Context: an optimization exercise on an open-source flow, tuned for small area. The choices shown serve that exercise and are no tape-out recipe. Only simulation tests tie the RTL to the original design; equivalence was not proved. Power is estimated from default activity; no workload was simulated.

===== design.v =====
module state(
    input clk,
    input rst_n,
    input press_up_1,    
    input press_down_1,
    input press_left_1,
    input press_right_1,
    input press_fire_1,
    input press_up_2,
    input press_down_2,
    input press_left_2,
    input press_right_2,
    input press_fire_2,
    input[5:0] tank_1_pos_x,
    input[5:0] tank_1_pos_y,
    input[5:0] tank_2_pos_x,
    input[5:0] tank_2_pos_y,
    input[1:0] tank_1_dir,
    input[1:0] tank_2_dir,
    input[2:0] tank_1_life,
    input[2:0] tank_2_life,
    output[5:0] o_init_tank_1_pos_x,
    output[5:0] o_init_tank_1_pos_y,
    output[5:0] o_init_tank_2_pos_x,
    output[5:0] o_init_tank_2_pos_y,
    output logic o_tank_1_hurt,
    output logic o_tank_2_hurt,
    input[4:0] i_valid_shell_1,    
    input[4:0] i_valid_shell_2,
    input[5:0] shell_1_0_pos_x,      
    input[5:0] shell_1_0_pos_y,
    input[5:0] shell_1_1_pos_x,      
    input[5:0] shell_1_1_pos_y,
    input[5:0] shell_1_2_pos_x,      
    input[5:0] shell_1_2_pos_y,
    input[5:0] shell_1_3_pos_x,      
    input[5:0] shell_1_3_pos_y, 
    input[5:0] shell_1_4_pos_x,      
    input[5:0] shell_1_4_pos_y,
    input[5:0] shell_2_0_pos_x,      
    input[5:0] shell_2_0_pos_y,
    input[5:0] shell_2_1_pos_x,      
    input[5:0] shell_2_1_pos_y,     
    input[5:0] shell_2_2_pos_x,      
    input[5:0] shell_2_2_pos_y,
    input[5:0] shell_2_3_pos_x,      
    input[5:0] shell_2_3_pos_y,
    input[5:0] shell_2_4_pos_x,      
    input[5:0] shell_2_4_pos_y,
    output[4:0] o_shell_vanish_1,      
    output[4:0] o_shell_vanish_2,
    output      o_valid_frame_1,   
    output      o_valid_frame_2,
    output[2:0] o_dir_1,       
    output[2:0] o_dir_2,       
    output o_fire_1,
    output o_fire_2,           
    input[5:0]  i_x_pos,   
    input[5:0]  i_y_pos, 
    input       i_busy,     
    output      o_is_map,      
    output[1:0] o_state,      
    output[1:0] o_who_wins     
);
    parameter START = 2'b00;
    parameter GAME = 2'b01;
    parameter END = 2'b10;
    reg   [63:0]   map_mem    [0:43];
    logic          valid_frame_1, next_valid_frame_1;
    logic          valid_frame_2, next_valid_frame_2;
    logic [2:0]    dir_1, next_dir_1;
    logic [2:0]    dir_2, next_dir_2;
    logic          fire_1, next_fire_1;
    logic          fire_2, next_fire_2;
    logic          save_fire_1, save_next_fire_1;
    logic          save_fire_2, save_next_fire_2;
    logic [4:0]    shell_vanish_1, next_shell_vanish_1;
    logic [4:0]    shell_vanish_2, next_shell_vanish_2;
    logic [4:0]    shell_hit_1, next_shell_hit_1;
    logic [4:0]    shell_hit_2, next_shell_hit_2;
    logic          next_tank_1_hurt, next_tank_2_hurt;
    logic          is_map, next_is_map;
    logic [1:0]    state, next_state;
    logic [1:0]    who_wins, next_who_wins;
    assign o_init_tank_1_pos_y = 6'd38;
    assign o_init_tank_1_pos_x = 6'd6;
    assign o_init_tank_2_pos_y = 6'd6;
    assign o_init_tank_2_pos_x = 6'd57;
    assign o_valid_frame_1 = valid_frame_1;
    assign o_valid_frame_2 = valid_frame_2;
    assign o_dir_1 = dir_1;
    assign o_dir_2 = dir_2;
    assign o_fire_1 = fire_1;
    assign o_fire_2 = fire_2;
    assign o_shell_vanish_1 = shell_vanish_1;
    assign o_shell_vanish_2 = shell_vanish_2;
    assign o_is_map = is_map;
    assign o_state = state;
    assign o_who_wins = who_wins;
    initial $readmemb ("map.dat",  map_mem);    
    always_comb begin
        next_tank_1_hurt = 1'b0;
        next_tank_2_hurt = 1'b0;
        case(state)
            default: begin
                next_state = state;
                next_valid_frame_1 = valid_frame_1;
                next_valid_frame_2 = valid_frame_2;
                next_dir_1 = dir_1;
                next_dir_2 = dir_2;
                next_fire_1 = fire_1;
                next_fire_2 = fire_2;
                next_shell_vanish_1 = shell_vanish_1;
                next_shell_vanish_2 = shell_vanish_2;
                next_shell_hit_1 = shell_hit_1;
                next_shell_hit_2 = shell_hit_2;
                next_is_map = is_map;
                next_who_wins = who_wins;
            end
            START: begin
                if( (~press_left_1)& (~press_left_2) ) next_state = GAME;
                else next_state = state;
                next_valid_frame_1  = 5'b0;
                next_valid_frame_2  = 5'b0;
                next_dir_1          = 3'b100;
                next_dir_2          = 3'b100;
                next_fire_1         = 1'b0;
                next_fire_2         = 1'b0;
                next_shell_vanish_1 = 5'b0;
                next_shell_vanish_2 = 5'b0;
                next_shell_hit_1    = 5'b0;
                next_shell_hit_2    = 5'b0;
                next_is_map         = 1'b0;
                next_who_wins       = 2'b00;
            end
            GAME: begin
                if( ~i_busy ) begin
                    next_valid_frame_1 = 1'b1;
                    next_valid_frame_2 = 1'b1;
                end
                else begin
                    next_valid_frame_1 = 1'b0;
                    next_valid_frame_2 = 1'b0;
                end
                if( ~fire_1 ) next_fire_1 = ~press_fire_1;
                else next_fire_1 = ~valid_frame_1;
                if( ~press_up_1 ) begin
                    if(tank_1_dir != 2'd0)next_dir_1 = 3'd0;
                    else if( tank_1_pos_y <= 2  
                      | map_mem[tank_1_pos_y - 3][63 - (tank_1_pos_x - 2)] 
                      | map_mem[tank_1_pos_y - 3][63 - (tank_1_pos_x - 1)]
                      | map_mem[tank_1_pos_y - 3][63 - (tank_1_pos_x)]
                      | map_mem[tank_1_pos_y - 3][63 - (tank_1_pos_x + 1)]
                      | map_mem[tank_1_pos_y - 3][63 - (tank_1_pos_x + 2)]      
                      | (( tank_1_pos_y < 7 + tank_2_pos_y )&&(tank_2_pos_y < tank_1_pos_y)
                        &&((tank_2_pos_x + 6 > tank_1_pos_x) && (tank_2_pos_x < tank_1_pos_x + 6))) )    
                        next_dir_1 = 3'b100;
                    else next_dir_1 = 3'b000;
                end
                else if( ~press_down_1 ) begin
                    if(tank_1_dir != 2'd1)next_dir_1 = 3'd1;
                    else if( tank_1_pos_y >= 41  
                      | map_mem[tank_1_pos_y + 3][63 - (tank_1_pos_x - 2)] 
                      | map_mem[tank_1_pos_y + 3][63 - (tank_1_pos_x - 1)]
                      | map_mem[tank_1_pos_y + 3][63 - (tank_1_pos_x)]
                      | map_mem[tank_1_pos_y + 3][63 - (tank_1_pos_x + 1)]
                      | map_mem[tank_1_pos_y + 3][63 - (tank_1_pos_x + 2)]      
                      | (( tank_2_pos_y < 7 + tank_1_pos_y)&&(tank_1_pos_y < tank_2_pos_y)
                     &&((tank_2_pos_x + 6> tank_1_pos_x) && (tank_2_pos_x < tank_1_pos_x + 6))) )    
                        next_dir_1 = 3'b100;
                    else next_dir_1 = 3'b001;
                end
                else if( ~press_left_1 ) begin
                    if(tank_1_dir != 2'd2)next_dir_1 = 3'd2;
                    else if( tank_1_pos_x <= 2  
                      | map_mem[tank_1_pos_y - 2][63 - (tank_1_pos_x - 3)]
                      | map_mem[tank_1_pos_y - 1][63 - (tank_1_pos_x - 3)]
                      | map_mem[tank_1_pos_y][63 - (tank_1_pos_x - 3)]
                      | map_mem[tank_1_pos_y + 1][63 - (tank_1_pos_x - 3)]
                      | map_mem[tank_1_pos_y + 2][63 - (tank_1_pos_x - 3)]     
                      | (( tank_1_pos_x < 7 + tank_2_pos_x )&&(tank_2_pos_x < tank_1_pos_x)
                        &&((tank_2_pos_y < tank_1_pos_y + 6) && (tank_2_pos_y + 6 > tank_1_pos_y))) )    
                        next_dir_1 = 3'b100;
                    else next_dir_1 = 3'b010;
                end
                else if( ~press_right_1 ) begin
                    if(tank_1_dir != 2'd3)next_dir_1 = 3'd3;
                    else if( tank_1_pos_x >= 61  
                      | map_mem[tank_1_pos_y - 2][63 - (tank_1_pos_x + 3)]
                      | map_mem[tank_1_pos_y - 1][63 - (tank_1_pos_x + 3)]
                      | map_mem[tank_1_pos_y][63 - (tank_1_pos_x + 3)]
                      | map_mem[tank_1_pos_y + 1][63 - (tank_1_pos_x + 3)]
                      | map_mem[tank_1_pos_y + 2][63 - (tank_1_pos_x + 3)]     
                      | (( tank_2_pos_x < 7 + tank_1_pos_x)&&(tank_1_pos_x < tank_2_pos_x)
                        &&((tank_2_pos_y < tank_1_pos_y + 6) && (tank_2_pos_y + 6 > tank_1_pos_y))) )    
                        next_dir_1 = 3'b100;
                    else next_dir_1 = 3'b011;
                end
                else begin
                    next_dir_1 = 3'b100;
                end
                if( ~fire_2 ) next_fire_2 = ~press_fire_2;
                else next_fire_2 = ~valid_frame_2;
                if( ~press_up_2 ) begin
                    if(tank_2_dir != 2'd0)next_dir_2 = 3'd0;
                    else if( tank_2_pos_y <= 2  
                      | map_mem[tank_2_pos_y - 3][63 - (tank_2_pos_x - 2)] 
                      | map_mem[tank_2_pos_y - 3][63 - (tank_2_pos_x - 1)]
                      | map_mem[tank_2_pos_y - 3][63 - (tank_2_pos_x)]
                      | map_mem[tank_2_pos_y - 3][63 - (tank_2_pos_x + 1)]
                      | map_mem[tank_2_pos_y - 3][63 - (tank_2_pos_x + 2)]     
                      | (( tank_2_pos_y  < 7 + tank_1_pos_y)&&(tank_1_pos_y < tank_2_pos_y)
                        &&((tank_1_pos_x +6 > tank_2_pos_x ) && (tank_1_pos_x < tank_2_pos_x + 6))) )    
                        next_dir_2 = 3'b100;
                    else next_dir_2 = 3'b000;
                end
                else if( ~press_down_2 ) begin
                    if(tank_2_dir != 2'd1)next_dir_2 = 3'd1;
                    else if( tank_2_pos_y >= 41  
                      | map_mem[tank_2_pos_y + 3][63 - (tank_2_pos_x - 2)] 
                      | map_mem[tank_2_pos_y + 3][63 - (tank_2_pos_x - 1)]
                      | map_mem[tank_2_pos_y + 3][63 - (tank_2_pos_x)]
                      | map_mem[tank_2_pos_y + 3][63 - (tank_2_pos_x + 1)]
                      | map_mem[tank_2_pos_y + 3][63 - (tank_2_pos_x + 2)]     
                      | (( tank_1_pos_y < 7 + tank_2_pos_y)&&(tank_2_pos_y < tank_1_pos_y)
                        &&((tank_1_pos_x +6 > tank_2_pos_x) && (tank_1_pos_x < tank_2_pos_x + 6))) )    
                        next_dir_2 = 3'b100;
                    else next_dir_2 = 3'b001;
                end
                else if( ~press_left_2 ) begin
                    if(tank_2_dir != 2'd2)next_dir_2 = 3'd2;
                    else if( tank_2_pos_x <= 2  
                      | map_mem[tank_2_pos_y - 2][63 - (tank_2_pos_x - 3)]
                      | map_mem[tank_2_pos_y - 1][63 - (tank_2_pos_x - 3)]
                      | map_mem[tank_2_pos_y][63 - (tank_2_pos_x - 3)]
                      | map_mem[tank_2_pos_y + 1][63 - (tank_2_pos_x - 3)]
                      | map_mem[tank_2_pos_y + 2][63 - (tank_2_pos_x - 3)]    
                      | (( tank_2_pos_x < 7 + tank_1_pos_x)&&(tank_1_pos_x < tank_2_pos_x)
                        &&((tank_1_pos_y < tank_2_pos_y + 6) && (tank_1_pos_y + 6 > tank_2_pos_y))) )    
                        next_dir_2 = 3'b100;
                    else next_dir_2 = 3'b010;
                end
                else if( ~press_right_2 ) begin
                    if(tank_2_dir != 2'd3)next_dir_2 = 3'd3;
                    else if( tank_2_pos_x >= 61  
                      | map_mem[tank_2_pos_y - 2][63 - (tank_2_pos_x + 3)]
                      | map_mem[tank_2_pos_y - 1][63 - (tank_2_pos_x + 3)]
                      | map_mem[tank_2_pos_y][63 - (tank_2_pos_x + 3)]
                      | map_mem[tank_2_pos_y + 1][63 - (tank_2_pos_x + 3)]
                      | map_mem[tank_2_pos_y + 2][63 - (tank_2_pos_x + 3)]     
                      | (( tank_1_pos_x < 7 + tank_2_pos_x)&&(tank_2_pos_x < tank_1_pos_x)
                        &&((tank_1_pos_y < tank_2_pos_y + 6) && (tank_1_pos_y + 6 > tank_2_pos_y))) )    
                        next_dir_2 = 3'b100;
                    else next_dir_2 = 3'b011;
                end
                else begin
                    next_dir_2 = 3'b100;
                end
                if( ~i_valid_shell_1[0] & ~shell_vanish_1[0]) begin
                    if( map_mem[shell_1_0_pos_y][63 - shell_1_0_pos_x] || 
                    shell_1_0_pos_x == 6'd0 || shell_1_0_pos_x == 6'd63 || 
                    shell_1_0_pos_y == 6'd0 || shell_1_0_pos_y == 6'd43) begin
                        next_shell_vanish_1[0] = 1'b1;
                    end 
                    else next_shell_vanish_1[0] = 1'b0;
                    if(( shell_1_0_pos_x >= (tank_2_pos_x - 2)
                      & shell_1_0_pos_x <= (tank_2_pos_x + 2)
                      & shell_1_0_pos_y >= tank_2_pos_y - 2
                      & shell_1_0_pos_y <= tank_2_pos_y + 2 )) begin
                        next_shell_hit_1[0] = 1'b1;
                        next_shell_vanish_1[0] = 1'b1;
                    end
                    else begin
                        next_shell_hit_1[0] = 1'b0;
                    end
                end
                else begin
                    next_shell_vanish_1[0] = 1'b0;
                    next_shell_hit_1[0] = 1'b0;
                end
                if( ~i_valid_shell_1[1] & ~shell_vanish_1[1]) begin
                    if( map_mem[shell_1_1_pos_y][63 - shell_1_1_pos_x] || 
                    shell_1_1_pos_x == 6'd0 || shell_1_1_pos_x == 6'd63 || 
                    shell_1_1_pos_y == 6'd0 || shell_1_1_pos_y == 6'd43 ) begin
                        next_shell_vanish_1[1] = 1'b1;
                    end 
                    else next_shell_vanish_1[1] = 1'b0;
                    if(( shell_1_1_pos_x >= (tank_2_pos_x - 2)
                      & shell_1_1_pos_x <= (tank_2_pos_x + 2)
                      & shell_1_1_pos_y >= tank_2_pos_y - 2
                      & shell_1_1_pos_y <= tank_2_pos_y + 2 )) begin
                        next_shell_hit_1[1] = 1'b1;
                        next_shell_vanish_1[1] = 1'b1;
                    end
                    else begin
                        next_shell_hit_1[1] = 1'b0;
                    end
                end
                else begin
                    next_shell_vanish_1[1] = 1'b0;
                    next_shell_hit_1[1] = 1'b0;
                end
                if( ~i_valid_shell_1[2] & ~shell_vanish_1[2]) begin
                    if( map_mem[shell_1_2_pos_y][63 - shell_1_2_pos_x] || 
                    shell_1_2_pos_x == 6'd0 || shell_1_2_pos_x == 6'd63 || 
                    shell_1_2_pos_y == 6'd0 || shell_1_2_pos_y == 6'd43 ) begin
                        next_shell_vanish_1[2] = 1'b1;
                    end
                    else next_shell_vanish_1[2] = 1'b0;
                    if(( shell_1_2_pos_x >= (tank_2_pos_x - 2)
                      & shell_1_2_pos_x <= (tank_2_pos_x + 2)
                      & shell_1_2_pos_y >= tank_2_pos_y - 2
                      & shell_1_2_pos_y <= tank_2_pos_y + 2 )) begin
                        next_shell_hit_1[2] = 1'b1;
                        next_shell_vanish_1[2] = 1'b1;
                    end
                    else begin
                        next_shell_hit_1[2] = 1'b0;
                    end
                end
                else begin
                    next_shell_vanish_1[2] = 1'b0;
                    next_shell_hit_1[2] = 1'b0;
                end
                if( ~i_valid_shell_1[3] & ~shell_vanish_1[3]) begin
                    if( map_mem[shell_1_3_pos_y][63 - shell_1_3_pos_x] || 
                    shell_1_3_pos_x == 6'd0 || shell_1_3_pos_x == 6'd63 || 
                    shell_1_3_pos_y == 6'd0 || shell_1_3_pos_y == 6'd43 ) begin
                        next_shell_vanish_1[3] = 1'b1;
                    end
                    else next_shell_vanish_1[3] = 1'b0;
                    if(( shell_1_3_pos_x >= (tank_2_pos_x - 2)
                      & shell_1_3_pos_x <= (tank_2_pos_x + 2)
                      & shell_1_3_pos_y >= tank_2_pos_y - 2
                      & shell_1_3_pos_y <= tank_2_pos_y + 2 )) begin
                        next_shell_hit_1[3] = 1'b1;
                        next_shell_vanish_1[3] = 1'b1;
                    end
                    else begin
                        next_shell_hit_1[3] = 1'b0;
                    end
                end
                else begin
                    next_shell_vanish_1[3] = 1'b0;
                    next_shell_hit_1[3] = 1'b0;
                end
                if( ~i_valid_shell_1[4] & ~shell_vanish_1[4]) begin
                    if( map_mem[shell_1_4_pos_y][63 - shell_1_4_pos_x] || 
                    shell_1_4_pos_x == 6'd0 || shell_1_4_pos_x == 6'd63 || 
                    shell_1_4_pos_y == 6'd0 || shell_1_4_pos_y == 6'd43 ) begin
                        next_shell_vanish_1[4] = 1'b1;
                    end
                    else next_shell_vanish_1[4] = 1'b0;
                    if(( shell_1_4_pos_x >= (tank_2_pos_x - 2)
                      & shell_1_4_pos_x <= (tank_2_pos_x + 2)
                      & shell_1_4_pos_y >= tank_2_pos_y - 2
                      & shell_1_4_pos_y <= tank_2_pos_y + 2 )) begin
                        next_shell_hit_1[4] = 1'b1;
                        next_shell_vanish_1[4] = 1'b1;
                    end
                    else begin
                        next_shell_hit_1[4] = 1'b0;
                    end
                end
                else begin
                    next_shell_vanish_1[4] = 1'b0;
                    next_shell_hit_1[4] = 1'b0;
                end
                if( ~i_valid_shell_2[0] & ~shell_vanish_2[0]) begin
                    if( map_mem[shell_2_0_pos_y][63 - shell_2_0_pos_x] || 
                    shell_2_0_pos_x == 6'd0 || shell_2_0_pos_x == 6'd63 || 
                    shell_2_0_pos_y == 6'd0 || shell_2_0_pos_y == 6'd43 ) begin
                        next_shell_vanish_2[0] = 1'b1;
                    end
                    else next_shell_vanish_2[0] = 1'b0;
                    if(( shell_2_0_pos_x >= (tank_1_pos_x - 2) 
                      & shell_2_0_pos_x <= (tank_1_pos_x + 2)  
                      & shell_2_0_pos_y >= tank_1_pos_y - 2
                      & shell_2_0_pos_y <= tank_1_pos_y + 2 )) begin
                        next_shell_hit_2[0] = 1'b1;
                        next_shell_vanish_2[0] = 1'b1;
                    end
                    else begin
                        next_shell_hit_2[0] = 1'b0;
                    end
                end
                else begin
                    next_shell_vanish_2[0] = 1'b0;
                    next_shell_hit_2[0] = 1'b0;
                end
                if( ~i_valid_shell_2[1] & ~shell_vanish_2[1]) begin
                    if( map_mem[shell_2_1_pos_y][63 - shell_2_1_pos_x] || 
                    shell_2_1_pos_x == 6'd0 || shell_2_1_pos_x == 6'd63 || 
                    shell_2_1_pos_y == 6'd0 || shell_2_1_pos_y == 6'd43 ) begin
                        next_shell_vanish_2[1] = 1'b1;
                    end
                    else next_shell_vanish_2[1] = 1'b0;
                    if(( shell_2_1_pos_x >= (tank_1_pos_x - 2) 
                      & shell_2_1_pos_x <= (tank_1_pos_x + 2)  
                      & shell_2_1_pos_y >= tank_1_pos_y - 2
                      & shell_2_1_pos_y <= tank_1_pos_y + 2 )) begin
                        next_shell_hit_2[1] = 1'b1;
                        next_shell_vanish_2[1] = 1'b1;
                    end
                    else begin
                        next_shell_hit_2[1] = 1'b0;
                    end
                end
                else begin
                    next_shell_vanish_2[1] = 1'b0;
                    next_shell_hit_2[1] = 1'b0;
                end
                if( ~i_valid_shell_2[2] & ~shell_vanish_2[2]) begin
                    if( map_mem[shell_2_2_pos_y][63 - shell_2_2_pos_x] || 
                    shell_2_2_pos_x == 6'd0 || shell_2_2_pos_x == 6'd63 || 
                    shell_2_2_pos_y == 6'd0 || shell_2_2_pos_y == 6'd43 ) begin
                        next_shell_vanish_2[2] = 1'b1;
                    end
                    else next_shell_vanish_2[2] = 1'b0;
                    if(( shell_2_2_pos_x >= (tank_1_pos_x - 2) 
                      & shell_2_2_pos_x <= (tank_1_pos_x + 2)  
                      & shell_2_2_pos_y >= tank_1_pos_y - 2
                      & shell_2_2_pos_y <= tank_1_pos_y + 2 )) begin
                        next_shell_hit_2[2] = 1'b1;
                        next_shell_vanish_2[2] = 1'b1;
                    end
                    else begin
                        next_shell_hit_2[2] = 1'b0;
                    end
                end
                else begin
                    next_shell_vanish_2[2] = 1'b0;
                    next_shell_hit_2[2] = 1'b0;
                end
                if( ~i_valid_shell_2[3] & ~shell_vanish_2[3]) begin
                    if( map_mem[shell_2_3_pos_y][63 - shell_2_3_pos_x] || 
                    shell_2_3_pos_x == 6'd0 || shell_2_3_pos_x == 6'd63 || 
                    shell_2_3_pos_y == 6'd0 || shell_2_3_pos_y == 6'd43 ) begin
                        next_shell_vanish_2[3] = 1'b1;
                    end
                    else next_shell_vanish_2[3] = 1'b0;
                    if(( shell_2_3_pos_x >= (tank_1_pos_x - 2) 
                      & shell_2_3_pos_x <= (tank_1_pos_x + 2)  
                      & shell_2_3_pos_y >= tank_1_pos_y - 2
                      & shell_2_3_pos_y <= tank_1_pos_y + 2 )) begin
                        next_shell_hit_2[3] = 1'b1;
                        next_shell_vanish_2[3] = 1'b1;
                    end
                    else begin
                        next_shell_hit_2[3] = 1'b0;
                    end
                end
                else begin
                    next_shell_vanish_2[3] = 1'b0;
                    next_shell_hit_2[3] = 1'b0;
                end
                if( ~i_valid_shell_2[4] & ~shell_vanish_2[4]) begin
                    if( map_mem[shell_2_4_pos_y][63 - shell_2_4_pos_x] || 
                    shell_2_4_pos_x == 6'd0 || shell_2_4_pos_x == 6'd63 || 
                    shell_2_4_pos_y == 6'd0 || shell_2_4_pos_y == 6'd43 ) begin
                        next_shell_vanish_2[4] = 1'b1;
                    end
                    else next_shell_vanish_2[4] = 1'b0;
                    if(( shell_2_4_pos_x >= (tank_1_pos_x - 2) 
                      & shell_2_4_pos_x <= (tank_1_pos_x + 2)  
                      & shell_2_4_pos_y >= tank_1_pos_y - 2
                      & shell_2_4_pos_y <= tank_1_pos_y + 2 )) begin
                        next_shell_hit_2[4] = 1'b1;
                        next_shell_vanish_2[4] = 1'b1;
                    end
                    else begin
                        next_shell_hit_2[4] = 1'b0;
                    end
                end
                else begin
                    next_shell_vanish_2[4] = 1'b0;
                    next_shell_hit_2[4] = 1'b0;
                end
                next_state = state;
                next_who_wins = 2'b00;
                if( shell_hit_1 ) begin
                    if(tank_2_life > 3'd1) next_tank_2_hurt = 1'b1;
                    else begin
                        next_state = END;
                        next_who_wins = 2'b01;
                    end
                end
                if( shell_hit_2 ) begin 
                    if(tank_1_life > 3'd1) next_tank_1_hurt = 1'b1;
                    else begin
                        next_state = END;
                        next_who_wins = 2'b10;
                    end
                end
                if( map_mem[i_y_pos][63 - i_x_pos] ) next_is_map = 1'b1;
                else next_is_map = 1'b0;
            end
            END: begin
                if( ~press_left_1 & ~press_left_2 ) next_state = GAME;
                else next_state = state;
                next_valid_frame_1  = 5'b0;
                next_valid_frame_2  = 5'b0;
                next_dir_1          = 3'b100;
                next_dir_2          = 3'b100;
                next_fire_1         = 1'b0;
                next_fire_2         = 1'b0;
                next_shell_vanish_1 = 5'b0;
                next_shell_vanish_2 = 5'b0;
                next_shell_hit_1    = 5'b0;
                next_shell_hit_2    = 5'b0;
                next_is_map         = 1'b0;
                next_who_wins       = who_wins;
            end
        endcase
    end
    always_ff@(posedge clk or negedge rst_n) begin
        if(~rst_n)begin
            valid_frame_1      <= 1'b0;
            valid_frame_2      <= 1'b0;
            dir_1            <= 3'b100;
            dir_2            <= 3'b100;
            fire_1           <= 1'b0;
            fire_2           <= 1'b0;
            shell_vanish_1   <= 5'b0;
            shell_vanish_2   <= 5'b0;
            shell_hit_1      <= 5'b0;
            shell_hit_2      <= 5'b0;
            o_tank_1_hurt    <= 1'b0;
            o_tank_2_hurt    <= 1'b0;
            is_map    <= 1'b0;
            state     <= START;
            who_wins  <= 2'b00;	
		end
		else begin
            valid_frame_1    <= next_valid_frame_1;
            valid_frame_2    <= next_valid_frame_2;
            dir_1          <= next_dir_1;
            dir_2          <= next_dir_2;
            fire_1         <= next_fire_1;
            fire_2         <= next_fire_2;
            shell_vanish_1 <= next_shell_vanish_1;
            shell_vanish_2 <= next_shell_vanish_2;
            shell_hit_1    <= next_shell_hit_1;
            shell_hit_2    <= next_shell_hit_2;
            o_tank_1_hurt    <= next_tank_1_hurt;
            o_tank_2_hurt    <= next_tank_2_hurt;
            is_map    <= next_is_map;
            state     <= next_state;
            who_wins  <= next_who_wins;	
		end
    end
endmodule
module tank(
	input clk,
	input rst_n,
    input [5:0] initial_x,
    input [5:0] initial_y,
    input [2:0] initial_direction,
    input [2:0] direction_in,  
    input valid_take_direction,
    input [1:0] game_state,
    input is_hurt,
    output logic [5:0] tank_x_pos, 
    output logic [5:0] tank_y_pos, 
    output logic [2:0] tank_life,
    output logic [1:0] direction_out
);
	localparam UP = 0;
	localparam DOWN = 1;
	localparam LEFT = 2;
	localparam RIGHT = 3;
	localparam STAND = 4;
	localparam STATE_0 = 0;
	localparam STATE_1 = 1;
	localparam STATE_2 = 2;
	localparam STATE_3 = 3;
	localparam STATE_4 = 4;
	localparam LIFE_MAX = 5;
	reg [2:0] state, state_n;
	reg [5:0] tank_x_pos_n, tank_y_pos_n;
	reg [2:0] direction_last, direction_last_n;  
	reg [1:0] direction_out_n;
	reg [2:0] tank_life_n;
	always_comb begin
		direction_out_n = direction_out;
		tank_life_n = is_hurt ? tank_life -3'd1 : tank_life;
		case(state)
			STATE_0: begin
				if (~valid_take_direction) begin
					state_n = state;
					tank_x_pos_n = tank_x_pos;
					tank_y_pos_n = tank_y_pos;
					direction_last_n = direction_last;
				end
				else begin
					if(direction_in != 3'd4)direction_out_n = direction_in[1:0];
					if (direction_last != direction_in) begin
						state_n = STATE_0;
						tank_x_pos_n = tank_x_pos;
						tank_y_pos_n = tank_y_pos;
						direction_last_n = direction_in;
					end
					else begin
						state_n = STATE_1;
						tank_x_pos_n = tank_x_pos;
						tank_y_pos_n = tank_y_pos;
						direction_last_n = direction_in;
					end
				end
			end
			STATE_1: begin
				if (~valid_take_direction) begin
					state_n = state;
					tank_x_pos_n = tank_x_pos;
					tank_y_pos_n = tank_y_pos;
					direction_last_n = direction_last;
				end
				else begin
					if (direction_last != direction_in) begin
						state_n = STATE_0;
						tank_x_pos_n = tank_x_pos;
						tank_y_pos_n = tank_y_pos;
						direction_last_n = direction_in;
					end
					else begin
						state_n = STATE_2;
						tank_x_pos_n = tank_x_pos;
						tank_y_pos_n = tank_y_pos;
						direction_last_n = direction_last;
					end
				end
			end
			STATE_2: begin
				if (~valid_take_direction) begin
					state_n = state;
					tank_x_pos_n = tank_x_pos;
					tank_y_pos_n = tank_y_pos;
					direction_last_n = direction_last;
				end
				else begin
					if (direction_last != direction_in) begin
						state_n = STATE_0;
						tank_x_pos_n = tank_x_pos;
						tank_y_pos_n = tank_y_pos;
						direction_last_n = direction_in;
					end
					else begin
						state_n = STATE_3;
						tank_x_pos_n = tank_x_pos;
						tank_y_pos_n = tank_y_pos;
						direction_last_n = direction_in;
					end
				end
			end
			STATE_3: begin
				if (~valid_take_direction) begin
					state_n = state;
					tank_x_pos_n = tank_x_pos;
					tank_y_pos_n = tank_y_pos;
					direction_last_n = direction_last;
				end
				else begin
					if (direction_last != direction_in) begin
						state_n = STATE_0;
						tank_x_pos_n = tank_x_pos;
						tank_y_pos_n = tank_y_pos;
						direction_last_n = direction_in;
					end
					else begin
						state_n = STATE_0;
						direction_last_n = direction_in;
						tank_x_pos_n = tank_x_pos;
						tank_y_pos_n = tank_y_pos;
						if (direction_last == UP) begin
							tank_y_pos_n = tank_y_pos - 1;
							direction_out_n = direction_last [1:0];
						end
						else if (direction_last == DOWN) begin
							tank_y_pos_n = tank_y_pos + 1;
							direction_out_n = direction_last [1:0];
						end
						else if (direction_last == LEFT) begin
							tank_x_pos_n = tank_x_pos - 1;
							direction_out_n = direction_last [1:0];
						end
						else if (direction_last == RIGHT) begin
							tank_x_pos_n = tank_x_pos + 1;
							direction_out_n = direction_last [1:0];
						end
					end
				end
			end
			default : begin
				state_n = state;
				tank_x_pos_n = tank_x_pos;
				tank_y_pos_n = tank_y_pos;
				direction_last_n = direction_last;
			end
		endcase  
		if (game_state == 2'b10) begin
			tank_x_pos_n = initial_x;
			tank_y_pos_n = initial_y;
			tank_life_n = LIFE_MAX;
		end
	end
	always_ff @(posedge clk or negedge rst_n) begin
		if (~rst_n) begin
			state <= STATE_0;
			tank_x_pos <= initial_x;
			tank_y_pos <= initial_y;
			direction_last <= STAND;
			direction_out <= initial_direction;
			tank_life <= LIFE_MAX;
		end
		else begin
			state <= state_n;
			tank_x_pos <= tank_x_pos_n;
			tank_y_pos <= tank_y_pos_n;
			direction_last <= direction_last_n;
			direction_out <= direction_out_n;
			tank_life <= tank_life_n;
		end
	end
endmodule  
module shell(
    input clk,
    input rst_n,
    input fire_1,
    input fire_2,
    input valid_give_shell_1,
    input valid_give_shell_2,
    input [4:0] vanish_1,
    input [4:0] vanish_2,
    input [1:0] game_state,
    input [1:0] direction_1_in,  
    input [1:0] direction_2_in,  
    input [5:0] tank_1_x_pos,
    input [5:0] tank_1_y_pos,
    input [5:0] tank_2_x_pos,
    input [5:0] tank_2_y_pos,
    output logic [5:0] shell_1_0_x_pos, 
    output logic [5:0] shell_1_0_y_pos, 
    output logic [5:0] shell_1_1_x_pos, 
    output logic [5:0] shell_1_1_y_pos, 
    output logic [5:0] shell_1_2_x_pos, 
    output logic [5:0] shell_1_2_y_pos, 
    output logic [5:0] shell_1_3_x_pos, 
    output logic [5:0] shell_1_3_y_pos, 
    output logic [5:0] shell_1_4_x_pos, 
    output logic [5:0] shell_1_4_y_pos, 
    output logic [5:0] shell_2_0_x_pos, 
    output logic [5:0] shell_2_0_y_pos, 
    output logic [5:0] shell_2_1_x_pos, 
    output logic [5:0] shell_2_1_y_pos, 
    output logic [5:0] shell_2_2_x_pos, 
    output logic [5:0] shell_2_2_y_pos, 
    output logic [5:0] shell_2_3_x_pos, 
    output logic [5:0] shell_2_3_y_pos, 
    output logic [5:0] shell_2_4_x_pos, 
    output logic [5:0] shell_2_4_y_pos, 
    output logic [4:0] valid_1_shell,  
    output logic [4:0] valid_2_shell  
    );
    logic [4:0] fire_1_out, fire_2_out;
    select_shell select_shell_1(.fire(fire_1), .valid_give_shell(valid_give_shell_1),
                                .valid_shell(valid_1_shell), .fire_out(fire_1_out));
    select_shell select_shell_2(.fire(fire_2), .valid_give_shell(valid_give_shell_2),
                                .valid_shell(valid_2_shell), .fire_out(fire_2_out));
    single_shell single_shell_1_0(.clk(clk), .rst_n(rst_n), .vanish(vanish_1[0]), 
                                  .fire(fire_1_out[0]), .direction_in(direction_1_in), 
                                  .tank_x_pos(tank_1_x_pos), .tank_y_pos(tank_1_y_pos),
                                  .game_state(game_state), 
                                  .shell_x_pos(shell_1_0_x_pos), .shell_y_pos(shell_1_0_y_pos), 
                                  .valid_shell(valid_1_shell[0]));
    single_shell single_shell_1_1(.clk(clk), .rst_n(rst_n), .vanish(vanish_1[1]), 
                                  .fire(fire_1_out[1]), .direction_in(direction_1_in), 
                                  .tank_x_pos(tank_1_x_pos), .tank_y_pos(tank_1_y_pos),
                                  .game_state(game_state), 
                                  .shell_x_pos(shell_1_1_x_pos), .shell_y_pos(shell_1_1_y_pos), 
                                  .valid_shell(valid_1_shell[1]));
    single_shell single_shell_1_2(.clk(clk), .rst_n(rst_n), .vanish(vanish_1[2]), 
                                  .fire(fire_1_out[2]), .direction_in(direction_1_in), 
                                  .tank_x_pos(tank_1_x_pos), .tank_y_pos(tank_1_y_pos),
                                  .game_state(game_state), 
                                  .shell_x_pos(shell_1_2_x_pos), .shell_y_pos(shell_1_2_y_pos), 
                                  .valid_shell(valid_1_shell[2]));
    single_shell single_shell_1_3(.clk(clk), .rst_n(rst_n), .vanish(vanish_1[3]), 
                                  .fire(fire_1_out[3]), .direction_in(direction_1_in), 
                                  .tank_x_pos(tank_1_x_pos), .tank_y_pos(tank_1_y_pos),
                                  .game_state(game_state), 
                                  .shell_x_pos(shell_1_3_x_pos), .shell_y_pos(shell_1_3_y_pos), 
                                  .valid_shell(valid_1_shell[3]));
    single_shell single_shell_1_4(.clk(clk), .rst_n(rst_n), .vanish(vanish_1[4]), 
                                  .fire(fire_1_out[4]), .direction_in(direction_1_in), 
                                  .tank_x_pos(tank_1_x_pos), .tank_y_pos(tank_1_y_pos),
                                  .game_state(game_state), 
                                  .shell_x_pos(shell_1_4_x_pos), .shell_y_pos(shell_1_4_y_pos), 
                                  .valid_shell(valid_1_shell[4]));
    single_shell single_shell_2_0(.clk(clk), .rst_n(rst_n), .vanish(vanish_2[0]), 
                                  .fire(fire_2_out[0]), .direction_in(direction_2_in), 
                                  .tank_x_pos(tank_2_x_pos), .tank_y_pos(tank_2_y_pos),
                                  .game_state(game_state), 
                                  .shell_x_pos(shell_2_0_x_pos), .shell_y_pos(shell_2_0_y_pos), 
                                  .valid_shell(valid_2_shell[0]));
    single_shell single_shell_2_1(.clk(clk), .rst_n(rst_n), .vanish(vanish_2[1]), 
                                  .fire(fire_2_out[1]), .direction_in(direction_2_in), 
                                  .tank_x_pos(tank_2_x_pos), .tank_y_pos(tank_2_y_pos),
                                  .game_state(game_state), 
                                  .shell_x_pos(shell_2_1_x_pos), .shell_y_pos(shell_2_1_y_pos), 
                                  .valid_shell(valid_2_shell[1]));
    single_shell single_shell_2_2(.clk(clk), .rst_n(rst_n), .vanish(vanish_2[2]), 
                                  .fire(fire_2_out[2]), .direction_in(direction_2_in), 
                                  .tank_x_pos(tank_2_x_pos), .tank_y_pos(tank_2_y_pos),
                                  .game_state(game_state), 
                                  .shell_x_pos(shell_2_2_x_pos), .shell_y_pos(shell_2_2_y_pos), 
                                  .valid_shell(valid_2_shell[2]));
    single_shell single_shell_2_3(.clk(clk), .rst_n(rst_n), .vanish(vanish_2[3]), 
                                  .fire(fire_2_out[3]), .direction_in(direction_2_in), 
                                  .tank_x_pos(tank_2_x_pos), .tank_y_pos(tank_2_y_pos),
                                  .game_state(game_state), 
                                  .shell_x_pos(shell_2_3_x_pos), .shell_y_pos(shell_2_3_y_pos), 
                                  .valid_shell(valid_2_shell[3]));
    single_shell single_shell_2_4(.clk(clk), .rst_n(rst_n), .vanish(vanish_2[4]), 
                                  .fire(fire_2_out[4]), .direction_in(direction_2_in), 
                                  .tank_x_pos(tank_2_x_pos), .tank_y_pos(tank_2_y_pos),
                                  .game_state(game_state), 
                                  .shell_x_pos(shell_2_4_x_pos), .shell_y_pos(shell_2_4_y_pos), 
                                  .valid_shell(valid_2_shell[4]));
endmodule
module select_shell(
    input fire,
    input valid_give_shell,
    input [4:0] valid_shell,
    output logic [4:0] fire_out 
    );
    assign fire_out = (fire == 0) ? 5'b00000 :
                      (valid_give_shell == 0) ? 5'b00000:
                      (valid_shell == 5'b11111) ? 5'b00001 :
                      (valid_shell == 5'b11110) ? 5'b00010 :
                      (valid_shell == 5'b11101) ? 5'b00001 :
                      (valid_shell == 5'b11100) ? 5'b00100 :
                      (valid_shell == 5'b11011) ? 5'b00001 :
                      (valid_shell == 5'b11010) ? 5'b00010 :
                      (valid_shell == 5'b11001) ? 5'b00001 :
                      (valid_shell == 5'b11000) ? 5'b01000 :
                      (valid_shell == 5'b10111) ? 5'b00001 :
                      (valid_shell == 5'b10110) ? 5'b00010 :
                      (valid_shell == 5'b10101) ? 5'b00001 :
                      (valid_shell == 5'b10100) ? 5'b00100 :
                      (valid_shell == 5'b10011) ? 5'b00001 :
                      (valid_shell == 5'b10010) ? 5'b00010 :
                      (valid_shell == 5'b10001) ? 5'b00001 :
                      (valid_shell == 5'b10000) ? 5'b10000 :
                      (valid_shell == 5'b01111) ? 5'b00001 :
                      (valid_shell == 5'b01110) ? 5'b00010 :
                      (valid_shell == 5'b01101) ? 5'b00001 :
                      (valid_shell == 5'b01100) ? 5'b00100 :
                      (valid_shell == 5'b01011) ? 5'b00001 :
                      (valid_shell == 5'b01010) ? 5'b00010 :
                      (valid_shell == 5'b01001) ? 5'b00001 :
                      (valid_shell == 5'b01000) ? 5'b01000 :
                      (valid_shell == 5'b00111) ? 5'b00001 :
                      (valid_shell == 5'b00110) ? 5'b00010 :
                      (valid_shell == 5'b00101) ? 5'b00001 :
                      (valid_shell == 5'b00100) ? 5'b00100 :
                      (valid_shell == 5'b00011) ? 5'b00001 :
                      (valid_shell == 5'b00010) ? 5'b00010 :
                      (valid_shell == 5'b00001) ? 5'b00001 :
                      (valid_shell == 5'b00000) ? 5'b00000 : 5'b00000;  
endmodule
module single_shell(
    input clk,
    input rst_n,
    input vanish,
    input fire,
    input [1:0] direction_in,  
    input [5:0] tank_x_pos,
    input [5:0] tank_y_pos,
    input [1:0] game_state,
    output logic [5:0] shell_x_pos, 
    output logic [5:0] shell_y_pos, 
    output logic valid_shell  
);
    reg [19:0] count;
    reg [19:0] count_n;
    reg state, state_n;
    reg [5:0] shell_x_pos_n, shell_y_pos_n;
    reg [2:0] record_direction, record_direction_n;
    localparam IDLE = 0;
    localparam SHOOT = 1;
    localparam UP = 0;
    localparam DOWN = 1;
    localparam LEFT = 2;
    localparam RIGHT = 3;
    localparam STAND = 4;
    always_comb begin
        case(state) 
            IDLE: begin
                count_n = 0;
                shell_x_pos_n = tank_x_pos; 
                shell_y_pos_n = tank_y_pos; 
                state_n = state;
                valid_shell = 1;
                record_direction_n = STAND;
                if (fire) begin
                    state_n = SHOOT;
                    valid_shell = 1; 
                    record_direction_n = direction_in;
                end
            end
            SHOOT: begin
                count_n = count + 1;
                shell_x_pos_n = shell_x_pos;
                shell_y_pos_n = shell_y_pos;
                state_n = SHOOT;
                valid_shell = 0;
                record_direction_n = record_direction;
                if (count == 20'd15) begin
                    count_n = 0;
                    if (record_direction == UP) begin
                        shell_y_pos_n = shell_y_pos - 1;
                    end
                    else if (record_direction == DOWN) begin
                        shell_y_pos_n = shell_y_pos + 1;
                    end
                    else if (record_direction == LEFT) begin
                        shell_x_pos_n = shell_x_pos - 1;
                    end
                    else if (record_direction == RIGHT) begin
                        shell_x_pos_n = shell_x_pos + 1;
                    end
                end
                if (vanish) begin
                    count_n = 0;
                    valid_shell = 1;
                    state_n = IDLE;
                end
            end
        endcase  
        if(game_state == 2'b10) begin
        valid_shell = 1;
        state_n = IDLE;
        count_n = 0;
        shell_x_pos_n = tank_x_pos;
        shell_y_pos_n = tank_y_pos;
      end
    end
    always_ff @(posedge clk) begin
        if (~rst_n) begin
            state <= IDLE;
            count <= 0;
            shell_x_pos <= tank_x_pos;
            shell_y_pos <= tank_y_pos;
            record_direction <= STAND;
        end
        else begin
            state <= state_n;
            count <= count_n;
            shell_x_pos <= shell_x_pos_n;
            shell_y_pos <= shell_y_pos_n;
            record_direction <= record_direction_n;
        end
    end
endmodule  
module tank_game(
    input        clk,
    input        rst_n,
    input        press_up_1,
    input        press_down_1,
    input        press_left_1,
    input        press_right_1,
    input        press_fire_1,
    input        press_up_2,
    input        press_down_2,
    input        press_left_2,
    input        press_right_2,
    input        press_fire_2,
    input        vga_busy,
    input  [5:0] vga_x,
    input  [5:0] vga_y,
    output       is_map,
    output [1:0] game_state,
    output [1:0] who_wins,
    output [5:0] tank_1_x,
    output [5:0] tank_1_y,
    output [1:0] tank_1_dir,
    output [2:0] tank_1_life,
    output [5:0] tank_2_x,
    output [5:0] tank_2_y,
    output [1:0] tank_2_dir,
    output [2:0] tank_2_life,
    output [4:0] valid_1_shell,
    output [4:0] valid_2_shell,
    output [5:0] shell_1_0_x, output [5:0] shell_1_0_y,
    output [5:0] shell_1_1_x, output [5:0] shell_1_1_y,
    output [5:0] shell_1_2_x, output [5:0] shell_1_2_y,
    output [5:0] shell_1_3_x, output [5:0] shell_1_3_y,
    output [5:0] shell_1_4_x, output [5:0] shell_1_4_y,
    output [5:0] shell_2_0_x, output [5:0] shell_2_0_y,
    output [5:0] shell_2_1_x, output [5:0] shell_2_1_y,
    output [5:0] shell_2_2_x, output [5:0] shell_2_2_y,
    output [5:0] shell_2_3_x, output [5:0] shell_2_3_y,
    output [5:0] shell_2_4_x, output [5:0] shell_2_4_y
);
logic tank_1_hurt, tank_2_hurt;
logic [5:0] init_1_x, init_1_y, init_2_x, init_2_y;
logic [4:0] shell_vanish_1, shell_vanish_2;
logic valid_frame_1, valid_frame_2;
logic [2:0] dir_1_cmd, dir_2_cmd;
logic fire_1, fire_2;
state state_1(.clk(clk), .rst_n(rst_n),
    .press_up_1(press_up_1), .press_down_1(press_down_1),
    .press_left_1(press_left_1), .press_right_1(press_right_1), .press_fire_1(press_fire_1),
    .press_up_2(press_up_2), .press_down_2(press_down_2),
    .press_left_2(press_left_2), .press_right_2(press_right_2), .press_fire_2(press_fire_2),
    .tank_1_pos_x(tank_1_x), .tank_1_pos_y(tank_1_y),
    .tank_2_pos_x(tank_2_x), .tank_2_pos_y(tank_2_y),
    .tank_1_dir(tank_1_dir), .tank_2_dir(tank_2_dir),
    .tank_1_life(tank_1_life), .tank_2_life(tank_2_life),
    .o_init_tank_1_pos_x(init_1_x), .o_init_tank_1_pos_y(init_1_y),
    .o_init_tank_2_pos_x(init_2_x), .o_init_tank_2_pos_y(init_2_y),
    .o_tank_1_hurt(tank_1_hurt), .o_tank_2_hurt(tank_2_hurt),
    .i_valid_shell_1(valid_1_shell), .i_valid_shell_2(valid_2_shell),
    .shell_1_0_pos_x(shell_1_0_x), .shell_1_0_pos_y(shell_1_0_y),
    .shell_1_1_pos_x(shell_1_1_x), .shell_1_1_pos_y(shell_1_1_y),
    .shell_1_2_pos_x(shell_1_2_x), .shell_1_2_pos_y(shell_1_2_y),
    .shell_1_3_pos_x(shell_1_3_x), .shell_1_3_pos_y(shell_1_3_y),
    .shell_1_4_pos_x(shell_1_4_x), .shell_1_4_pos_y(shell_1_4_y),
    .shell_2_0_pos_x(shell_2_0_x), .shell_2_0_pos_y(shell_2_0_y),
    .shell_2_1_pos_x(shell_2_1_x), .shell_2_1_pos_y(shell_2_1_y),
    .shell_2_2_pos_x(shell_2_2_x), .shell_2_2_pos_y(shell_2_2_y),
    .shell_2_3_pos_x(shell_2_3_x), .shell_2_3_pos_y(shell_2_3_y),
    .shell_2_4_pos_x(shell_2_4_x), .shell_2_4_pos_y(shell_2_4_y),
    .o_shell_vanish_1(shell_vanish_1), .o_shell_vanish_2(shell_vanish_2),
    .o_valid_frame_1(valid_frame_1), .o_valid_frame_2(valid_frame_2),
    .o_dir_1(dir_1_cmd), .o_dir_2(dir_2_cmd),
    .o_fire_1(fire_1), .o_fire_2(fire_2),
    .i_x_pos(vga_x), .i_y_pos(vga_y), .i_busy(vga_busy),
    .o_is_map(is_map), .o_state(game_state), .o_who_wins(who_wins));
shell shell_1(.clk(clk), .rst_n(rst_n), .fire_1(fire_1), .fire_2(fire_2),
    .valid_give_shell_1(valid_frame_1), .valid_give_shell_2(valid_frame_2),
    .vanish_1(shell_vanish_1), .vanish_2(shell_vanish_2),
    .game_state(game_state),
    .direction_1_in(tank_1_dir), .direction_2_in(tank_2_dir),
    .tank_1_x_pos(tank_1_x), .tank_1_y_pos(tank_1_y),
    .tank_2_x_pos(tank_2_x), .tank_2_y_pos(tank_2_y),
    .shell_1_0_x_pos(shell_1_0_x), .shell_1_0_y_pos(shell_1_0_y),
    .shell_1_1_x_pos(shell_1_1_x), .shell_1_1_y_pos(shell_1_1_y),
    .shell_1_2_x_pos(shell_1_2_x), .shell_1_2_y_pos(shell_1_2_y),
    .shell_1_3_x_pos(shell_1_3_x), .shell_1_3_y_pos(shell_1_3_y),
    .shell_1_4_x_pos(shell_1_4_x), .shell_1_4_y_pos(shell_1_4_y),
    .shell_2_0_x_pos(shell_2_0_x), .shell_2_0_y_pos(shell_2_0_y),
    .shell_2_1_x_pos(shell_2_1_x), .shell_2_1_y_pos(shell_2_1_y),
    .shell_2_2_x_pos(shell_2_2_x), .shell_2_2_y_pos(shell_2_2_y),
    .shell_2_3_x_pos(shell_2_3_x), .shell_2_3_y_pos(shell_2_3_y),
    .shell_2_4_x_pos(shell_2_4_x), .shell_2_4_y_pos(shell_2_4_y),
    .valid_1_shell(valid_1_shell), .valid_2_shell(valid_2_shell));
tank tank_1(.clk(clk), .rst_n(rst_n), .initial_x(init_1_x), .initial_y(init_1_y),
    .initial_direction(3'd3), .direction_in(dir_1_cmd), .valid_take_direction(valid_frame_1),
    .game_state(game_state), .is_hurt(tank_1_hurt),
    .tank_x_pos(tank_1_x), .tank_y_pos(tank_1_y), .tank_life(tank_1_life),
    .direction_out(tank_1_dir));
tank tank_2(.clk(clk), .rst_n(rst_n), .initial_x(init_2_x), .initial_y(init_2_y),
    .initial_direction(3'd2), .direction_in(dir_2_cmd), .valid_take_direction(valid_frame_2),
    .game_state(game_state), .is_hurt(tank_2_hurt),
    .tank_x_pos(tank_2_x), .tank_y_pos(tank_2_y), .tank_life(tank_2_life),
    .direction_out(tank_2_dir));
endmodule

===== config.mk =====
export PLATFORM = sky130hd
export DESIGN_NAME = tank_game
export DESIGN_NICKNAME = tank_game
export VERILOG_FILES = /design/flow/design.v
export SDC_FILE = /design/flow/constraint.sdc
export NUM_CORES = 4
export LEC_CHECK = 0
export CAP_MARGIN = 20
export CORE_MARGIN = 2
export CORE_UTILIZATION = 35
export PLACE_DENSITY = 0.5
export SLEW_MARGIN = 20

===== map.dat =====
1111111111111111111111111111111111111111111111111111111111111111
1111111111111111111111111111111111111111111111111111111111111111
1110000000000000000000000000000000000000000000000000000000000111
1110000000000000000000000000000000000000000000000000000000000111
1110000000000000000000000000000000000000000000000000000000000111
1110000000000000000000000000000000000000000000000000000000000111
1110000000000000000000000000000000000000000000000000000000000111
1110000000000000000000000000011111111111100000000000000000000111
1110000000000000000000000000011111111111100000000000000000000111
1110000000000000000000000000000000011111100000000000000000000111
1110000000000000000000000000000000011111100000000000000000000111
1110000000000000000000000000000000011111100000000000000000000111
1110000000000000000000000000000000011111100000000000000000000111
1110000000000000000000000000000000011111100000000000000000000111
1110000001111111111111100000000000011111111111111111100000000111
1110000001111111111111100000000000011111111111111111100000000111
1110000000000000000000000000000000000000000000000000000000000111
1110000000000000000000000000000000000000000000000000000000000111
1110000000000000000000000000000000000000000000000000000000000111
1110000000000000000000000000000000000000000000000000000000000111
1110000000000000000000000000000000000000000000000000000000000111
1110000000000000000000000000000000000000000000000000000000000111
1110000000000000000000000000000000000000000000000000000000000111
1110000001111111111111100000000000011111111111111111100000000111
1110000001111111111111100000000000011111111111111111100000000111
1110000000000000000000000000000000000000000000000000000000000111
1110000000000000000000000000000000000000000000000000000000000111
1110000000000000000000000000000000000000000000000000000000000111
1110000000000000000000000000000000000000000000000000000000000111
1110000000000000000000000000000000000000000000000000000000000111
1110000000000000000000000011111100000000000000000000000000000111
1110000000000000000000000011111100000000000000000000000000000111
1110000000000000000000000011111100000000000000000000000000000111
1110000000000000000000000011111100000000000000000000000000000111
1110000000000000000000000011111100000000000000000000000000000111
1110000000000000000000000011111111111100000000000000000000000111
1110000000000000000000000011111111111100000000000000000000000111
1110000000000000000000000000000000000000000000000000000000000111
1110000000000000000000000000000000000000000000000000000000000111
1110000000000000000000000000000000000000000000000000000000000111
1110000000000000000000000000000000000000000000000000000000000111
1110000000000000000000000000000000000000000000000000000000000111
1111111111111111111111111111111111111111111111111111111111111111
1111111111111111111111111111111111111111111111111111111111111111

===== constraint.sdc =====
create_clock -name core_clock -period 40.0 [get_ports {clk}]
set_input_delay 8.0000 -clock core_clock [delete_from_list [all_inputs] [get_ports {clk}]]
set_output_delay 8.0000 -clock core_clock [all_outputs]
set_load 0.01 [all_outputs]

===== run.sh =====
#!/bin/bash
# synth_recipe.tcl (not shown) runs the flow's synth.tcl, then flattens the netlist and writes it again
# the make line also repeats each setting of config.mk as NAME=value (left out here)
make -C /OpenROAD-flow-scripts/flow DESIGN_CONFIG=/design/flow/config.mk WORK_HOME=/design/flow/orfs CLKGATE_MAP_FILE= SYNTH_SCRIPT=/design/flow/synth_recipe.tcl finish

==> qor.csv <==
stage;metric;value;unit
run_status;outcome;no timing/DRC/antenna violations;
yosys;synthesized net count;6751;
critical_path;flop-to-flop setup slack;33.30;ns
critical_path;Crit. End Element;output port;
cells_and_area;multi-input combinational cell area;34600;µm²
critical_path;Worst path top cell family by delay;buffers and inverters;
critical_path;Crit path depth;4;
worst_hold_path;Hold Startpoint;shell_1.single_shell_1_4.count[0]$_SDFF_PP0_;
critical_path;worst r2r dst;state_1.dir_1[1]$_DFFE_PN0P_;
detailed_routing;TritonRoute pass-1 iters;8;
timing;min Tclk post-route;11.09;ns
timing;setup_tns;0;ns
timing;Slew HR;21.0;%
floorplanning;FP Rows;136;
critical_path;critical path type;reg2out;
yosys;Mapped Cells;6285;
global_routing;GRT Util Overall;26.4;%
clock_network;clock root buffer;clkbuf_16;
yosys;sequential area share after synthesis;24.4;%
cells_and_area;Nets;6776;
placement;PortBufs;193;
placement;DP Wirelength;140000;µm
global_routing;vias in the first global route;45700;
global_routing;largest net degree at the start of global routing;57;
cells_and_area;most common cell after layout, fill and taps aside;nor2_1;
yosys;Mean Syn Cell Area;7.73;µm²
clock_network;Sinks on Clock Net;510;
clock_network;TritonCTS Buffers;68;
detailed_routing;Vias per Instance;5.97;
cells_and_area;layout cell share with drive strength beyond 1;6.51;%
detailed_routing;per-cell routed wire length;23.7;µm
clock_network;post-CTS setup buffer count;0;
worst_hold_path;hold crit path type;reg2reg;
placement;placed instance count;8033;
cells_and_area;commonest non-fill, non-tap cells in the layout;nor2_1 (640), nand2_1 (587), a21oi_1 (486), o21ai_0 (477), ha_1 (421);
clock_network;Clock Latency Late Sink;0.68;ns
critical_path;origin of the critical flop-to-flop path;tank_1.tank_y_pos[2]$_DFFE_PN1P_;
critical_path;worst-path maximum fanout;22;
power;worst vdd ir;27.9;µV
cells_and_area;Register Area;11900;µm²
placement;GP Congestion;0.998;
floorplanning;Die X;377;µm
floorplanning;Die Ht;377;µm
critical_path;Worst Setup Start Kind;register;
worst_hold_path;hold depth;1;
timing;Worst-Margin Slew;1.18;ns
critical_path;critical path data required time;32.00;ns
critical_path;CP peak stage delay;0.59;ns
critical_path;CP max stage cell;clkdlybuf4s50_1;
timing;Hold Slack;0.438;ns
floorplanning;io pins;194;
yosys;FFs w/ async S/R, synth;15.7;%
power;Leakage;21.6;nW
clock_network;Clock transition at path regs;0.06;ns
timing;Clock Skew;0.0338;ns
floorplanning;Core Area;138000;µm²
clock_network;CTS tree;built;
placement;cell area after placement;52200;µm²
timing;crit share post-route;27.7;%
global_routing;antenna violations before repair;9;
timing;Setup violations, final;0;
yosys;count of flip-flops with a built-in enable after synthesis;120;
worst_hold_path;hold endpoint;shell_1.single_shell_1_4.count[0]$_SDFF_PP0_;
critical_path;CP cell instances;nand2b_2 -> buf_4 -> nand2_1 -> clkdlybuf4s50_1;
yosys;Yosys warnings;6;
cells_and_area;fin area;54600;µm²
timing;Achievable Freq;90.2;MHz
detailed_routing;drc violations;0;
detailed_routing;DR vias;48700;
timing;final hold violations;0;
global_routing;grt total ovfl;0;
yosys;library cells used by synthesis;112;
power;total power;0.00212;W
power;PwrDens;38.8;nW/µm²
timing;Slew Limit Fails;0;
critical_path;cells on worst reg2reg path;18;
floorplanning;Starting Density;35.3;%
global_routing;global-route wire length before repair;290000;µm
yosys;Netlist Area Pre-Place;48600;µm²
cells_and_area;Area growth, synth to finish;12.3;%
detailed_routing;Final ANT Viol Nets;0;
yosys;ys flop type;dfxtp_1;
detailed_routing;WL final;194000;µm
critical_path;CP Buf/Inv Count;2;
detailed_routing;initial drt markers;4771;
cells_and_area;Layout Cells excl Fill;8160;
clock_network;post-CTS sizing;0;
floorplanning;total die area;142000;µm²
yosys;post-synthesis register bit count;510;
clock_network;cts hold-fix bufs;0;
flow_run;Max-cap violations;0;
critical_path;CP arrival;3.09;ns
clock_network;CTS Buffer Depth;3;
timing;RSZ-0062 raised after global routing;no;
cells_and_area;# fillers;14100;
clock_network;H-tree depth;3;
==> through the flow <==
step           utilization, %  setup slack [ns]
2_1_floorplan               -             29.70
3_3_place_gp             37.9             28.46
3_5_place_dp             37.9             28.47
4_1_cts                  39.7             28.89
5_1_grt                  39.7             28.79
6_report                 39.7             28.91
==> report_power, final <==
| group | internal [W] | switching [W] | leakage, nW |
|---|---|---|---|
| registers | 0.000574 | 0.0000810 | 4.73 |
| logic | 0.000312 | 0.000507 | 15.8 |
| clock network | 0.000381 | 0.000264 | 1.15 |
==> synth_stat cells, drive strengths merged (143+ instances only) <==
library cell | number | area (µm²)
dfxtp | 310 | 6210
o21ai | 491 | 2460
a21oi | 490 | 2470
inv | 231 | 867
nor2b | 143 | 895
nand2 | 588 | 2210
xor2 | 162 | 1430
nand3 | 242 | 1220
xnor2 | 229 | 2050
nor2 | 642 | 2410
ha | 421 | 5270
clkbuf | 248 | 932
==> area by class of cell <==
cell class | count | area share (%)
Clock buffer | 107 | 3.89
Timing Repair Buffer | 293 | 4.91
Tap cell | 1794 | 4.11
Multi-Input combinational cell | 5198 | 63.3
Clock inverter | 17 | 0.415
Sequential cell | 510 | 21.7
Inverter | 239 | 1.64
Antenna cell | 2 | 0.00916
==> per-layer routing <==
| layer | up-vias | global-route usage [%] | wire [µm] |
|---|---|---|---|
| li1 | 23100 | - | - |
| met1 | 23300 | 36.9 | 87500 |
| met2 | 1990 | 39.7 | 82400 |
| met3 | 344 | 5.43 | 16600 |
| met4 | 4 | 9.99 | 7080 |
| met5 | - | 0 | 21 |
==> cells by family after synthesis <==
group	share of synthesized area (%)
XOR/XNOR	7.15
AO/OA/AOI/OAI	24.0
adder cells (fa/ha/maj)	11.7
flip-flops	24.4
buffers and inverters	4.70
AND/OR/NAND/NOR	23.6
multiplexers	4.53
==> worst max-delay path by stage <==
| stage | startpoint | end | slack [ns] |
|---|---|---|---|
| after floorplan | rst_n | register | 29.70 |
| after global placement | rst_n | register | 28.46 |
| after detailed placement | rst_n | register | 28.47 |
| after CTS | state_1.state[1]$_DFFE_PN0P_ | valid_1_shell[1] | 28.89 |
| after global routing | rst_n | register | 28.79 |
| final | state_1.state[1]$_DFFE_PN0P_ | valid_1_shell[1] | 28.91 |

==> what the ideal ports hide <==
No port has a modelled driver above. Below, the same layout with a new extraction and two added sets of constraints. Step 1 sets driving cells, clkbuf_16 on the clock port and buf_2 on the other inputs (assumed; they add their load-dependent delay and slew). Step 2 adds t to the input delays and takes it off the output delays; t is the mean of the earliest and latest rising clock arrival at the registers after step 1. Input paths then give back, and output paths get back, about the clock's delay inside the block. Slacks: ideal / step 1 / step 2; pairs: ideal / step 1.
shift t [ns]: 0.745
slack for setup (ns): 28.913 / 28.836 / 28.380
worst setup path at the end: input to register
clock arrival spread, ns: 0.034 / 0.034
worst slew at a driven data input, ns: 0.15
After both steps setup and hold are still met in this run. For this run, drivers alone change the setup slack by -0.077 ns; drivers and shift together by -0.533 ns.
